Background: an optimization exercise with open tools, aiming at small area. Do not read the settings as production practice.
Only simulation tests tie the RTL to the original design; equivalence was not proved.
Power is estimated from default activity; no workload was simulated.

## totd_40mhz
module totd_40mhz(
		  input [1:0]  ENABLE40,
		  input        CLK120,
		  input        RST,
		  input [11:0] ADC0,
		  input [11:0] ADC1,
		  input [11:0] ADC2,
		  input [11:0] THRES0,
		  input [11:0] THRES1,
		  input [11:0] THRES2,
		  input [11:0] UP0,
		  input [11:0] UP1,
		  input [11:0] UP2,
		  input [2:0]  TRIG_ENABLE,
		  input [1:0]  MULTIPLICITY,
                  input [6:0]  OCCUPANCY,
                  input [5:0]  FD,
                  input [5:0]  FN,
                  input [11:0] INT,
		  output reg   TRIG
		  );
For scale: ~2,500 cells after synthesis, roughly 1,000 flip-flops, about 150 I/O pins, ~32,000 sq um of cells after synthesis.
export LEC_CHECK = 0
export CAP_MARGIN = 20
export CORE_MARGIN = 2
export CORE_UTILIZATION = 45
export CTS_BUF_LIST = sky130_fd_sc_hd__clkbuf_16
export CTS_CLUSTER_DIAMETER = 60
export CTS_CLUSTER_SIZE = 30
export SLEW_MARGIN = 20
create_clock -name core_clock -period 8.3 [get_ports {CLK120}]
standard.sh (not shown) runs the stock make flow with config.mk's settings and CLKGATE_MAP_FILE= SYNTH_SCRIPT=/design/flow/synth_recipe.tcl, a recipe that flattens the netlist after the stock synthesis.
==> flow/flow/run.sh <==
#!/bin/bash
export BUFFER_PORTS_ARGS="-buffer_cell sky130_fd_sc_hd__buf_1"
bash standard.sh > standard.log 2>&1
Next try:
Settings changed: CORE_UTILIZATION 45 to 65, CTS_BUF_LIST sky130_fd_sc_hd__clkbuf_16 to sky130_fd_sc_hd__clkbuf_4, CTS_CLUSTER_DIAMETER 60 to 50, CTS_CLUSTER_SIZE 30 to 10.
Worst setup slack gets better by 0.0093 ns.
Cell area goes down by 3.3%.
Via count climbs by about 2.6%.
Clock-buffer cell count came out higher by 66.
Utilization is higher by 21 points.
Power went down by 7.7%.
Routed wire length increases by about 2.8%.
First-iteration DRC count goes down by 0.43%.
Next try:
Settings changed: CORE_UTILIZATION 65 to 45, CTS_CLUSTER_DIAMETER 50 to 80.
=> The new run went through all stages and came out clean. Wire length came out lower by 1.4%. Clock skew goes down by 0.015 ns. Final area came out higher by 1.1%. Clock-buffer cell count came out lower by 2. Sequential cell count stays the same. Non-clock buffer count is higher by 2. Die area came out higher by 44%. Combinational power stays flat.
Next try:
Settings changed: CTS_CLUSTER_DIAMETER 80 to 50.
Result: Utilization barely changes; hold slack loses 0.0040 ns; worst setup slack gains 0.023 ns; clock power decreases by about 2%; maximum frequency increases by 0.32%; non-clock buffer count does not change; wire length hardly moves; via count decreases by 0.37%; critical path depth does not change; cell area stays flat; register-to-register slack gains 0.02 ns.
Next try:
Settings changed: CTS_CLUSTER_DIAMETER 50 to 35, CTS_CLUSTER_SIZE 10 to 12.
Result: The changed run ran to the end with no violations; combinational power stays flat; final cell count rises by about 1.4%; area after synthesis does not change; die area is unchanged.

========
## onyx
totd_40mhz, a different RTL version from the one above (not shown whole).
For scale: ~2700 cells after synthesis, ~1000 flip-flops, ~150 I/O pins.
==> flow/design.v (excerpt) <==
module totd_40mhz(
		  input [1:0]  ENABLE40,
		  input        CLK120,
		  input        RST,
		  input [11:0] ADC0,
		  input [11:0] ADC1,
		  input [11:0] ADC2,
		  input [11:0] THRES0,
		  input [11:0] THRES1,
		  input [11:0] THRES2,
		  input [11:0] UP0,
		  input [11:0] UP1,
		  input [11:0] UP2,
		  input [2:0]  TRIG_ENABLE,
		  input [1:0]  MULTIPLICITY,
                  input [6:0]  OCCUPANCY,
                  input [5:0]  FD,
                  input [5:0]  FN,
                  input [11:0] INT,
		  output reg   TRIG
		  );
export LEC_CHECK = 0
export CAP_MARGIN = 20
export CORE_MARGIN = 2
export CORE_UTILIZATION = 45
export CTS_BUF_LIST = sky130_fd_sc_hd__clkbuf_4
export CTS_CLUSTER_DIAMETER = 50
export CTS_CLUSTER_SIZE = 12
export SLEW_MARGIN = 20
create_clock -name core_clock -period 8.3 [get_ports {CLK120}]
run.sh (not shown) runs the stock make flow with config.mk's settings and CLKGATE_MAP_FILE= SYNTH_SCRIPT=/design/flow/synth_recipe.tcl, a recipe that flattens the netlist after the stock synthesis.
Stock flow here: none of the scripts above is used.
onyx: no failed stages, no open violations at the end
--- input diff onyx..xenon ---
Settings: CTS_CLUSTER_SIZE no longer set, was 12; CTS_BUF_LIST now sky130_fd_sc_hd__clkbuf_8, was sky130_fd_sc_hd__clkbuf_4; CTS_CLUSTER_DIAMETER no longer set, was 50.
## What came out
In xenon, the number of non-filler instances in the completed layout came out 116 above the value in onyx.
Via count of the first global-routing pass: xenon vs onyx up 613
Comparing xenon against onyx, there is no change at all in total global routing overflow.
Changes in sierra relative to xenon:
Settings: CTS_BUF_LIST no longer set, was sky130_fd_sc_hd__clkbuf_8.
==> summary.txt <==
Clock skew (lower): sierra
| total power | sierra vs xenon | worse |
Number of H-tree levels: sierra and xenon compared, lower one is sierra
Of sierra and xenon, sierra shows the lower switching fraction of total power, with xenon above it.
Maximum frequency in sierra is about 1.5% lower than in xenon
Diff xenon -> sierra | met2 wire length | down slightly
Proportion of synthesized chip area in sequential cells delta (xenon -> sierra): insignificant
The met1 usage of sierra and that of xenon are within noise of each other.

========
oak:
Starting RTL as in the previous note.
Settings: LEC_CHECK=0, CAP_MARGIN=20, CORE_MARGIN=2, CORE_UTILIZATION=45, CTS_BUF_LIST=sky130_fd_sc_hd__clkbuf_4, CTS_CLUSTER_DIAMETER=50, CTS_CLUSTER_SIZE=10, SLEW_MARGIN=20; clock period 8.3 ns.
oak has completed all stages; timing, DRC and antenna checks passed.
Inputs modified between oak and pine:
==> flow/flow/run.sh (new file) <==
#!/bin/bash
export BUFFER_PORTS_ARGS="-buffer_cell sky130_fd_sc_hd__buf_1"
bash standard.sh > standard.log 2>&1
==> flow/standard.sh (new file) <==
#!/bin/bash
# synth_recipe.tcl (not shown) runs the flow's synth.tcl, then flattens the netlist and writes it again
# the make line also repeats each setting of config.mk as NAME=value (left out here)
make -C /OpenROAD-flow-scripts/flow DESIGN_CONFIG=/design/flow/config.mk WORK_HOME=/design/flow/orfs CLKGATE_MAP_FILE= SYNTH_SCRIPT=/design/flow/synth_recipe.tcl "${@:-finish}"
removed: flow/run.sh
### Flow results
pine | stages: all done | timing, DRC, antenna: all pass
Summary of pine over oak: routed wire length on met3 decreased about 1.8%, sequential share of layout area shows an increase of 1.5 points, post-layout worst setup margin lost 0.086 ns, final critical-path required period +0.086 ns.

[static timing again, ports no longer ideal]
How much do the figures lean on ideal ports? The routed layouts below were timed once more, with nothing changed but the port constraints.
Step 1 assumes that a clkbuf_16 drives the clock port and a buf_2 every other input.
Step 2 times the ports against the registers' clock, not the clock port: input delays grow and output delays shrink by t, the midpoint of the rising clock arrivals with the driver on.
Slacks: ideal ports / drivers / drivers and shift; pairs: ideal ports / drivers.
run	shift t [ns]	setup WS [ns]	worst hold slack (ns)	worst slew at a driven data input, ns	pins driven straight from the clock port
the first run of note 1	0.669	0.993 / 1.022 / 0.353	0.311 / 0.311 / 0.311	0.08	1
the second run of note 1	0.938	1.002 / 1.002 / 0.298	0.290 / 0.290 / 0.290	0.11	1
the third run of note 1	0.919	1.050 / 1.050 / 0.391	0.304 / 0.304 / 0.304	0.08	1
the fourth run of note 1	0.918	1.073 / 1.073 / 0.393	0.300 / 0.300 / 0.300	0.08	1
the fifth run of note 1	0.922	1.107 / 1.107 / 0.322	0.298 / 0.298 / 0.298	0.08	1
onyx	0.930	0.914 / 0.936 / 0.006	0.294 / 0.294 / 0.294	0.11	1
xenon	0.809	0.812 / 0.836 / 0.026	0.291 / 0.291 / 0.291	0.11	1
sierra	0.688	0.699 / 0.725 / 0.037	0.291 / 0.291 / 0.291	0.11	1
oak	0.889	0.971 / 0.992 / 0.103	0.271 / 0.271 / 0.271	0.11	1
pine	0.913	0.885 / 0.909 / -0.004	0.278 / 0.278 / 0.278	0.13	1
Met with ideal ports but missed after step 2: setup timing in pine. The setup slack of onyx, which loses most, moves by +0.022 ns with the drivers and by -0.908 ns with both steps.
